This design comes from an exercise in tuning for small area, a short achievable clock period and few clock cycles on the open sky130 flow, not from production work. The RTL was checked by simulation tests, not by an equivalence proof against the original design. Power is estimated from default activity; no workload was simulated.

### design/flow/run.sh
#!/bin/bash
# synth_recipe.tcl (not shown) runs the flow's synth.tcl, then flattens the netlist and writes it again
# the make line also repeats each setting of config.mk as NAME=value (left out here)
make -C /OpenROAD-flow-scripts/flow DESIGN_CONFIG=/design/flow/config.mk WORK_HOME=/design/flow/orfs CLKGATE_MAP_FILE= SYNTH_SCRIPT=/design/flow/synth_recipe.tcl finish
### design/flow/config.mk
export PLATFORM = sky130hd
export DESIGN_NAME = top_CPU
export DESIGN_NICKNAME = top_CPU
export VERILOG_FILES = /design/flow/design.v
export SDC_FILE = /design/flow/constraint.sdc
export NUM_CORES = 4
export LEC_CHECK = 0
export CAP_MARGIN = 20
export CORE_MARGIN = 2
export CORE_UTILIZATION = 30
export PLACE_DENSITY = 0.45
export SLEW_MARGIN = 20
### design/flow/constraint.sdc
create_clock -name core_clock -period 11.0 [get_ports {clk}]
set_input_delay 2.2000 -clock core_clock [delete_from_list [all_inputs] [get_ports {clk}]]
set_output_delay 2.2000 -clock core_clock [all_outputs]
set_load 0.01 [all_outputs]
### design/flow/design.v
`timescale 1ns / 1ps
module ALU(
    input [2:0] ALUOp,
    input [31:0] A,
    input [31:0] B,
    output reg [31:0] result,
    output zero,     
    output sign     
    );
    assign zero = (result == 0) ? 1 : 0;
    assign sign = result[31];
    always @(ALUOp or A or B) begin
        case(ALUOp)
            3'b000: result = A + B;
            3'b001: result = A - B;
            3'b010: result = B << A;
            3'b011: result = A | B;
            3'b100: result = A & B;
            3'b101: result = (A < B) ? 1 : 0;  
            3'b110: begin                      
                        if((A[31] == B[31]) && (A < B)) result = 1;
                        else if(A[31]==1 && B[31]==0) result = 1;
                        else result = 0;
                    end
            3'b111: result = A ^ B;
        endcase
    end
endmodule
`timescale 1ns / 1ps
module ImmediateExtend(
    input [15:0] original,
    input ExtSel,     
    output reg [31:0] extended
    );
    always @(*) begin
        extended[15:0] = original;     
        if(ExtSel == 0) begin    
            extended[31:16] = 0;
        end
        else begin    
            if(original[15] == 0) extended[31:16] = 0;
            else extended[31:16] = 16'hFFFF;
        end
    end
endmodule
`timescale 1ns / 1ps
module Mux2_32bits(
    input choice,
    input [31:0] in0,
    input [31:0] in1,
    output [31:0] out
    );
    assign out = (choice==0) ? in0 : in1;
endmodule
`timescale 1ns / 1ps
module Mux4_32bits(
    input [1:0] choice,
    input [31:0] in0,
    input [31:0] in1,
    input [31:0] in2,
    input [31:0] in3,
    output reg [31:0] out
    );
    always @(choice or in0 or in1 or in2 or in3) begin
        case(choice)
            2'b00: out = in0;
            2'b01: out = in1;
            2'b10: out = in2;
            2'b11: out = in3;
            default: out = 0;
        endcase
    end
endmodule
`timescale 1ns / 1ps
module Mux4_5bits(
    input [1:0] choice,
    input [4:0] in0, in1, in2, in3,
    output reg [4:0] out
    );
    always @(*) begin
        case(choice)
            0: out = in0;
            1: out = in1;
            2: out = in2;
            default: out = in3;
        endcase
    end
endmodule
`timescale 1ns / 1ps
module DFF_32bits(
    input clk,
    input Reset,
    input [31:0] in,
    output reg [31:0] out
    );
    always @(posedge clk ) begin
          out <= in;
    end
endmodule
`timescale 1ns / 1ps
module RegisterFile(
    input clk,
    input Reset,
    input WE,     
    input [4:0] ReadReg1,
    input [4:0] ReadReg2,
    input [4:0] WriteReg,
    input [31:0] WriteData,
    output [31:0] ReadData1,
    output [31:0] ReadData2
    );
    reg [31:0] file [1:31];
    integer i;
    assign ReadData1 = (ReadReg1 == 0) ? 0 : file[ReadReg1];
    assign ReadData2 = (ReadReg2 == 0) ? 0 : file[ReadReg2];
    always @(posedge clk or negedge Reset) begin
        if(Reset == 0) begin
            for(i = 1; i <= 31; i=i+1) begin
                file[i] <= 0;
            end
        end
        else if(WE == 1 && WriteReg != 0)
            file[WriteReg] <= WriteData;
    end
endmodule
`timescale 1ns / 1ps
module PC(
    input clk,
    input Reset,
    input PCWre,
    input [31:0] nextIAddr,
    output reg [31:0] currentIAddr
    );
    always @(posedge clk or negedge Reset) begin
        if(Reset == 0) currentIAddr <= 0;
        else begin
            if(PCWre == 1) currentIAddr <= nextIAddr;
            else currentIAddr <= currentIAddr;
        end
    end
endmodule
`timescale 1ns / 1ps
module IR(
    input clk,
    input IRWre,
    input [31:0] insIn,
    output reg [31:0] insOut
    );
    always @(posedge clk) begin
        if(IRWre==1) insOut <= insIn;
        else insOut <= insOut;
    end
endmodule
`timescale 1ns / 1ps
module ControlUnit(
    input clk, rst,
    input zero, sign,
    input [5:0] opcode,
    output reg PCWre, ALUSrcA, ALUSrcB, DBDataSrc, RegWre, WrRegDSrc, mWR, IRWre, ExtSel,
    output reg [1:0] PCSrc,
    output reg [1:0] RegDst,
    output reg [2:0] ALUOp,
    output reg halted
    );
    reg [2:0] state;
    wire op_branch = (opcode==6'b110100 || opcode==6'b110101 || opcode==6'b110110);
    wire op_mem    = (opcode==6'b110000 || opcode==6'b110001);
    wire op_jump   = (opcode==6'b111000 || opcode==6'b111001 || opcode==6'b111010);
    wire op_halt   = (opcode==6'b111111);
    wire op_alu    = (opcode==6'b000000 || opcode==6'b000001 || opcode==6'b000010 || opcode==6'b010000 || opcode==6'b010001 ||
                      opcode==6'b010010 || opcode==6'b010011 || opcode==6'b011000 || opcode==6'b100110 || opcode==6'b100111);
    always @(posedge clk or negedge rst) begin
        if(rst==0) begin
            state <= 3'b000;
            halted <= 0;
        end
        else begin
            case(state)
                3'b000: state <= 3'b001;
                3'b001: begin
                        if(op_branch) state <= 3'b101;
                        else if(op_mem) state <= 3'b010;
                        else if(op_jump) state <= 3'b000;
                        else if(op_halt) begin
                            state <= 3'b001;
                            halted <= 1;
                        end
                        else state <= 3'b110;
                    end
                3'b110: state <= 3'b111;
                3'b010: state <= 3'b011;
                3'b011: begin
                        if(opcode==6'b110001) state <= 3'b100;
                        else state <= 3'b000;
                    end
                default: state <= 3'b000;
            endcase
        end
    end
    always @(*) begin
        case(opcode)
            6'b000000: {ALUSrcA, ALUSrcB, DBDataSrc, WrRegDSrc, ExtSel, PCSrc, RegDst, ALUOp} = 12'b00010_00_10_000;  
            6'b000001: {ALUSrcA, ALUSrcB, DBDataSrc, WrRegDSrc, ExtSel, PCSrc, RegDst, ALUOp} = 12'b00010_00_10_001;  
            6'b000010: {ALUSrcA, ALUSrcB, DBDataSrc, WrRegDSrc, ExtSel, PCSrc, RegDst, ALUOp} = 12'b01011_00_01_000;  
            6'b010000: {ALUSrcA, ALUSrcB, DBDataSrc, WrRegDSrc, ExtSel, PCSrc, RegDst, ALUOp} = 12'b00010_00_10_100;  
            6'b010001: {ALUSrcA, ALUSrcB, DBDataSrc, WrRegDSrc, ExtSel, PCSrc, RegDst, ALUOp} = 12'b01010_00_01_100;  
            6'b010010: {ALUSrcA, ALUSrcB, DBDataSrc, WrRegDSrc, ExtSel, PCSrc, RegDst, ALUOp} = 12'b01010_00_01_011;  
            6'b010011: {ALUSrcA, ALUSrcB, DBDataSrc, WrRegDSrc, ExtSel, PCSrc, RegDst, ALUOp} = 12'b01010_00_01_111;  
            6'b011000: {ALUSrcA, ALUSrcB, DBDataSrc, WrRegDSrc, ExtSel, PCSrc, RegDst, ALUOp} = 12'b10010_00_10_010;  
            6'b100110: {ALUSrcA, ALUSrcB, DBDataSrc, WrRegDSrc, ExtSel, PCSrc, RegDst, ALUOp} = 12'b01011_00_01_110;  
            6'b100111: {ALUSrcA, ALUSrcB, DBDataSrc, WrRegDSrc, ExtSel, PCSrc, RegDst, ALUOp} = 12'b00010_00_10_110;  
            6'b110000: {ALUSrcA, ALUSrcB, DBDataSrc, WrRegDSrc, ExtSel, PCSrc, RegDst, ALUOp} = 12'b01011_00_00_000;  
            6'b110001: {ALUSrcA, ALUSrcB, DBDataSrc, WrRegDSrc, ExtSel, PCSrc, RegDst, ALUOp} = 12'b01111_00_01_000;  
            6'b110100: {ALUSrcA, ALUSrcB, DBDataSrc, WrRegDSrc, ExtSel, PCSrc, RegDst, ALUOp} = {5'b00011, (zero==1) ? 2'b01 : 2'b00, 5'b00_001};  
            6'b110101: {ALUSrcA, ALUSrcB, DBDataSrc, WrRegDSrc, ExtSel, PCSrc, RegDst, ALUOp} = {5'b00011, (zero==0) ? 2'b01 : 2'b00, 5'b00_001};  
            6'b110110: {ALUSrcA, ALUSrcB, DBDataSrc, WrRegDSrc, ExtSel, PCSrc, RegDst, ALUOp} = {5'b00011, (sign==1) ? 2'b01 : 2'b00, 5'b00_000};  
            6'b111000: {ALUSrcA, ALUSrcB, DBDataSrc, WrRegDSrc, ExtSel, PCSrc, RegDst, ALUOp} = 12'b00010_11_00_000;  
            6'b111001: {ALUSrcA, ALUSrcB, DBDataSrc, WrRegDSrc, ExtSel, PCSrc, RegDst, ALUOp} = 12'b00010_10_00_000;  
            6'b111010: {ALUSrcA, ALUSrcB, DBDataSrc, WrRegDSrc, ExtSel, PCSrc, RegDst, ALUOp} = 12'b00000_11_00_000;  
            default:   {ALUSrcA, ALUSrcB, DBDataSrc, WrRegDSrc, ExtSel, PCSrc, RegDst, ALUOp} = 12'b00010_00_00_000;  
        endcase
    end
    always @(*) begin
        IRWre = (state == 3'b000);
        mWR   = (state == 3'b011) && (opcode == 6'b110000);
        RegWre = (state == 3'b111 && op_alu)
              || (state == 3'b100)
              || (state == 3'b001 && opcode == 6'b111010);
        case(state)
            3'b111, 3'b101, 3'b100: PCWre = 1;
            3'b011: PCWre = (opcode==6'b110000);
            3'b001: PCWre = op_jump;
            default: PCWre = 0;
        endcase
    end
endmodule
`timescale 1ns / 1ps
module top_CPU(
    input clk,
    input Reset,
    output [31:0] imem_addr,
    input  [31:0] imem_data,
    output [31:0] dmem_addr,
    output [31:0] dmem_wdata,
    output dmem_we,
    input  [31:0] dmem_rdata,
    output halted
    );
    wire [31:0] currentIAddr, nextIAddr;
    wire [31:0] bincode;
    wire [31:0] ALU_inA, ALU_inB, ALU_result;
    wire [31:0] ReadData1, ReadData2;
    wire [5:0] opcode;
    wire [4:0] rs, rt, rd;
    wire ALU_zero, ALU_sign;
    wire [15:0] immediate;
    wire [31:0] extended;
    wire [31:0] ADR_out, BDR_out, ALUoutDR_out, DataBus_before, DataBus;
    assign opcode = bincode[31:26];
    assign rs = bincode[25:21];
    assign rt = bincode[20:16];
    assign rd = bincode[15:11];
    assign immediate = bincode[15:0];
    wire PCWre, ALUSrcA, ALUSrcB, DBDataSrc, RegWre, WrRegDSrc, mWR, IRWre, ExtSel;
    wire [1:0] PCSrc;
    wire [1:0] RegDst;
    wire [2:0] ALUOp;
    wire [4:0] WriteReg;
    wire [31:0] WriteData;
    assign imem_addr = currentIAddr;
    assign dmem_addr = ALUoutDR_out;
    assign dmem_wdata = BDR_out;
    assign dmem_we = mWR;
    ControlUnit ControlUnit(
        .clk(clk), .rst(Reset),
        .zero(ALU_zero), .sign(ALU_sign),
        .opcode(opcode),
        .PCWre(PCWre), .ALUSrcA(ALUSrcA), .ALUSrcB(ALUSrcB), .DBDataSrc(DBDataSrc), .RegWre(RegWre), .WrRegDSrc(WrRegDSrc), .mWR(mWR), .IRWre(IRWre), .ExtSel(ExtSel),
        .PCSrc(PCSrc),
        .RegDst(RegDst),
        .ALUOp(ALUOp),
        .halted(halted)
    );
    PC PC(
        .clk(clk), .Reset(Reset), .PCWre(PCWre), .nextIAddr(nextIAddr),
        .currentIAddr(currentIAddr)
    );
    RegisterFile RegisterFile(
        .clk(clk), .Reset(Reset), .WE(RegWre),
        .ReadReg1(rs), .ReadReg2(rt), .WriteReg(WriteReg), .WriteData(WriteData),
        .ReadData1(ReadData1), .ReadData2(ReadData2)
    );
    ALU ALU(
        .ALUOp(ALUOp), .A(ALU_inA), .B(ALU_inB),
        .result(ALU_result), .zero(ALU_zero), .sign(ALU_sign)
    );
    ImmediateExtend ImmediateExtend(
        .original(immediate), .ExtSel(ExtSel),
        .extended(extended)
    );
    IR IR(
        .clk(clk), .IRWre(IRWre), .insIn(imem_data),
        .insOut(bincode)
    );
    DFF_32bits ADR(
        .clk(clk), .Reset(Reset), .in(ReadData1),
        .out(ADR_out)
    );
    DFF_32bits BDR(
        .clk(clk), .Reset(Reset), .in(ReadData2),
        .out(BDR_out)
    );
    DFF_32bits ALUoutDR(
        .clk(clk), .Reset(Reset), .in(ALU_result),
        .out(ALUoutDR_out)
    );
    DFF_32bits DBDR(
        .clk(clk), .Reset(Reset), .in(DataBus_before),
        .out(DataBus)
    );
    Mux4_32bits Mux_nextIAddr(
        .choice(PCSrc), .in0(currentIAddr+4), .in1(currentIAddr+4+(extended<<2)), .in2(ReadData1), .in3({currentIAddr[31:28], bincode[25:0], 2'b00}),
        .out(nextIAddr)
    );
    Mux4_5bits Mux_WriteReg(
        .choice(RegDst), .in0(5'd31), .in1(rt), .in2(rd), .in3(5'd0),
        .out(WriteReg)
    );
    Mux2_32bits Mux_WriteData(
        .choice(WrRegDSrc), .in0(currentIAddr+4), .in1(DataBus),
        .out(WriteData)
    );
    Mux2_32bits Mux_ALU_inA(
        .choice(ALUSrcA), .in0(ADR_out), .in1({27'd0, immediate[10:6]}),
        .out(ALU_inA)
    );
    Mux2_32bits Mux_ALU_inB(
        .choice(ALUSrcB), .in0(BDR_out), .in1(extended),
        .out(ALU_inB)
    );
    Mux2_32bits Mux_DBDR(
        .choice(DBDataSrc), .in0(ALU_result), .in1(dmem_rdata),
        .out(DataBus_before)
    );
endmodule
==> results_tabular.tex <==
\begin{tabular}{lr}
\hline
Metric & Value \\
\hline
\multicolumn{2}{l}{\textbf{Floorplan}} \\
Boundary Pins & 164 \\
Chip width & 463 um \\
Die area & 214000 um\^{}2 \\
Std cell rows & 168 \\
Vertical die dimension & 463 um \\
Area of the core & 209000 um\^{}2 \\
Effective utilization at floorplan & 30.2\% \\
\multicolumn{2}{l}{\textbf{Run}} \\
Max capacitance violation total & 0 \\
\multicolumn{2}{l}{\textbf{Synthesis}} \\
Sequential element share of the synthesized area & 46.3\% \\
Count of flip-flops with a built-in enable after synthesis & 32 \\
Per-instance average area after synthesis & 8.82 um\^{}2 \\
Gate count after technology mapping & 7155 \\
Synth top cells by count & sky130\_fd\_sc\_hd\_\_nand2\_1, sky130\_fd\_sc\_hd\_\_o21ai\_0, sky130\_fd\_sc\_hd\_\_dfrtp\_1 \\
Compound-cell area share of the yosys netlist & 28.3\% \\
Main area contributors after synthesis & sky130\_fd\_sc\_hd\_\_dfrtp\_1, sky130\_fd\_sc\_hd\_\_o21ai\_0, sky130\_fd\_sc\_hd\_\_nand2\_1, sky130\_fd\_sc\_hd\_\_dfxtp\_1, sky130\_fd\_sc\_hd\_\_a22oi\_1 \\
Synthesized-area fraction occupied by adder cells & 2.59\% \\
Post-synth top area share & 40.7\% \\
Fraction of synthesized area in multiplexers & 1.78\% \\
Netlist cell types & 108 \\
Xor/xnor cell area share of the yosys netlist & 1.11\% \\
Synthesis warning total & 10 \\
Cell taking the most area after synthesis & sky130\_fd\_sc\_hd\_\_dfrtp\_1 \\
Synthesized area & 63100 um\^{}2 \\
Dominant register cell in the synthesized netlist & sky130\_fd\_sc\_hd\_\_dfrtp\_1 \\
Main combinational cell family by area after synthesis & compound AO/OA/AOI/OAI gates \\
Synthesized net count & 7350 \\
Synthesized-area fraction occupied by and/or/nand/nor cells & 15.2\% \\
Post-synthesis sequential element count & 1188 \\
Leading cell type by number of instances after synthesis & sky130\_fd\_sc\_hd\_\_nand2\_1 \\
FFs w/ async S/R, synth & 86.5\% \\
\multicolumn{2}{l}{\textbf{CTS}} \\
CTS root buffer & sky130\_fd\_sc\_hd\_\_clkbuf\_16 \\
CTS HTree Levels & 4 \\
Clock tree from TritonCTS & done \\
Post CTS Setup Buffer Count & 0 \\
Clock network latency to the later pin of the worst-skew pair & 0.84 ns \\
CTS buffer count & 144 \\
Number of clock sinks & 1188 \\
Max Buffers Root-to-Sink & 3 \\
Post-CTS sizing & 0 \\
Count of hold-fix buffers inserted at cts & 0 \\
Worst-path clk slew & 0.06 ns \\
\multicolumn{2}{l}{\textbf{Placement}} \\
Placed instance area & 68500 um\^{}2 \\
Placed cells & 9720 \\
Half-perimeter wire length after placement & 238000 um \\
Count of input and output buffers & 163 \\
Setup slack after placement & 1.79 ns \\
Final weighted congestion of routability-driven global placement & 0.976 \\
\multicolumn{2}{l}{\textbf{Timing}} \\
Final worst-path cycle share & 86.5\% \\
Actual slew at the worst max-slew pin & 1.35 ns \\
Number of endpoints failing setup at the final stage & 0 \\
Setup Skew & 0.0336 ns \\
Post-route minimum period & 9.51 ns \\
Final worst-path setup slack & 1.49 ns \\
RSZ-0062 raised after global routing & no \\
Worst max-slew margin expressed relative to the limit & 10.0\% \\
Endpoints failing hold & 0 \\
Final setup TNS & 0 ns \\
Highest Clock Rate & 105 MHz \\
Max Slew Vio Count & 0 \\
\multicolumn{2}{l}{\textbf{Critical path}} \\
CP Capture Type & flip-flop \\
Worst Path Required & 11.71 ns \\
Path type of the worst setup path & reg2reg \\
Startpoint Class & flip-flop \\
Top fanout value on the critical path & 35 \\
WP data arrival & 10.22 ns \\
Depth of the worst register-to-register path & 23 \\
\multicolumn{2}{l}{\textbf{Power}} \\
Worst ir drop on vdd & 0.175 mV \\
Leakage dissipation & 30.3 nW \\
Ratio of total power to cell area & 239 nW/um\^{}2 \\
\multicolumn{2}{l}{\textbf{Cells and area}} \\
Total area of multi-input combinational cells & 31900 um\^{}2 \\
Final design instance area without fill & 73600 um\^{}2 \\
Filler Cells Inserted & 21503 \\
Nets@finish & 7256 \\
Non-Filler Instances & 10005 \\
Area Overhead vs Synth & 16.6\% \\
Share of layout cells above drive strength 1 & 10.3\% \\
Total area of sequential cells & 29200 um\^{}2 \\
\multicolumn{2}{l}{\textbf{GRT}} \\
Number of antenna violations at the first check in global routing & 27 \\
Largest net degree at the start of global routing & 159 \\
First-pass GRT wire length & 515000 um \\
Via count of the first global-routing pass & 59791 \\
Global-route usage over all layers & 34.3\% \\
Total global routing overflow & 0 \\
\multicolumn{2}{l}{\textbf{Detailed routing}} \\
Post-detailed-route count of antenna-violating nets & 0 \\
Routed via count divided by cell count & 6.37 \\
1st-pass router iterations & 11 \\
Total length of routed wires & 380000 um \\
Number of vias in the routed layout & 63719 \\
Average detailed-routed wire length per instance & 38.0 um \\
Detailed router's first-iteration violation count & 9798 \\
DRC violation count after routing & 0 \\
\multicolumn{2}{l}{\textbf{Worst hold path}} \\
Type of the worst min-delay path & reg2reg \\
Hold Crit Depth & 2 \\
\multicolumn{2}{l}{\textbf{Outcome}} \\
Outcome & finished clean \\
\hline
\end{tabular}
==> stage by stage <==
step	total power [mW]	util, %	hold slack, ns
after floorplan	8.95	-	0.470
after global placement	12.2	32.7	0.485
after detailed placement	12.2	32.7	0.493
after CTS	17.3	35.1	0.506
after global routing	18.1	35.1	0.525
final	17.6	35.2	0.507
==> power by group <==
part           total (mW)  internal [mW]  switching, mW
logic                6.73           1.94           4.79
clock network        5.14           3.02           2.11
registers            5.72           4.96          0.756
==> placed cells by master, fill, tap and decap left out, drive strengths merged, types with 36 or more instances in the layout <==
cell type and instances:
a211oi 52, inv 141, a22o 258, nand2 1322
o21ai 1130, dfxtp 128, dfrtp 1028, buf 234
nand4 145, a222oi 65, xnor2 59, nor3 131
mux2i 64, mux2 42, a22oi 333, clkbuf 201
a221oi 285, and3 36, a21oi 279, ha 126
nand3 130, nor2 267, clkdlybuf4s50 162
==> final timing paths <==
kind | from | to | slack (ns)
worst max register to register | IR.insOut[28] | PC.currentIAddr[17] | 1.49
worst min-delay path | RegisterFile.file[1][6] | RegisterFile.file[1][6] | 0.51
min in group asynchronous | Reset | RegisterFile.file[28][11] | 1.39
worst max-delay path | IR.insOut[28] | PC.currentIAddr[17] | 1.49
max in group asynchronous | Reset | RegisterFile.file[2][0] | 7.09
worst min register to register | RegisterFile.file[1][6] | RegisterFile.file[1][6] | 0.51
==> cell families (layout without fill, tap and decap cells) <==
kind of cell,Yosys count,count (layout)
other cells,0,19
xor+xnor,80,80
simple gates,2193,2193
flops,1188,1188
buf+inv,764,790
fa+ha+maj,129,129
compound gates,2695,2695
mux,106,106
==> registers in the layout, indices dropped and copies added (netlist names) <==
signal / count
ControlUnit.state: 3
ADR.out: 32
PC.currentIAddr: 32
RegisterFile.file: 992
ControlUnit.halted: 1
DBDR.out: 32
ALUoutDR.out: 32
IR.insOut: 32
BDR.out: 32
==> critical path, cell delays in order, from the launching register on <==
cell and delay, ns:
sky130_fd_sc_hd__edfxtp_1 0.86, sky130_fd_sc_hd__nor3b_2 0.17, sky130_fd_sc_hd__o21ai_4 0.46, sky130_fd_sc_hd__nand2_2 0.57, sky130_fd_sc_hd__a21oi_1 0.66, sky130_fd_sc_hd__inv_1 0.16
sky130_fd_sc_hd__ha_1 0.37, sky130_fd_sc_hd__nor2_1 0.19, sky130_fd_sc_hd__o221ai_1 0.22, sky130_fd_sc_hd__a211oi_1 0.64, sky130_fd_sc_hd__o21ai_0 0.24, sky130_fd_sc_hd__buf_4 0.21
sky130_fd_sc_hd__o21a_1 0.23, sky130_fd_sc_hd__a21oi_1 0.44, sky130_fd_sc_hd__a211oi_1 0.13, sky130_fd_sc_hd__or2_2 0.30, sky130_fd_sc_hd__a211oi_1 0.27, sky130_fd_sc_hd__o22ai_1 0.38
sky130_fd_sc_hd__nor4b_1 0.68, sky130_fd_sc_hd__and3_1 0.59, sky130_fd_sc_hd__o21a_1 0.80, sky130_fd_sc_hd__buf_4 0.39, sky130_fd_sc_hd__a221oi_1 0.12, sky130_fd_sc_hd__a221oi_1 0.29
==> cell type report <==
type                            instances  share of cell area, %
Antenna cell                           19                 0.0646
Tap cell                             2805                   4.77
Inverter                              128                  0.653
Timing Repair Buffer                  396                   4.68
Multi-Input combinational cell       5203                   43.3
Sequential cell                      1188                   39.7
Clock buffer                          201                   5.63
Clock inverter                         65                   1.14
==> layer usage <==
metal,vias to the layer above,share of wire [%],wire length (um),global-route usage (%)
met5,-,0.085,322,0
met4,20,7.7,29500,21.8
met2,4501,42,160000,50.3
li1,26237,-,-,-
met3,1328,11,42800,10.9
met1,31633,39,148000,43.5
Testbench counts, summed over its fixed seeds: cycles 123,739.

-- afterwards: timing with drivers on the ports --
In the flow no input, the clock included, has a driving cell. The finished layout below was timed again as built, in two steps. Step 1 assumes that a clkbuf_16 drives the clock port and a buf_2 every other input. Step 2 moves the port delays by t, midway between the first and last clock arrival at a register: inputs arrive t later, outputs are due t later. That takes back most of the time a late clock gives input paths. Three values: ideal, step 1, step 2; two values: the first two.
t (ns): 0.910
slack for setup (ns): 1.489 / 1.489 / 1.489
worst hold slack (ns): 0.507 / 0.507 / 0.507
worst register clock-pin slew, ns: 0.07 / 0.07
worst slew at a driven data input, ns: 0.14
After both steps this run still meets setup and hold. For this run, drivers alone change the setup slack by 0.000 ns; drivers and shift together by 0.000 ns.
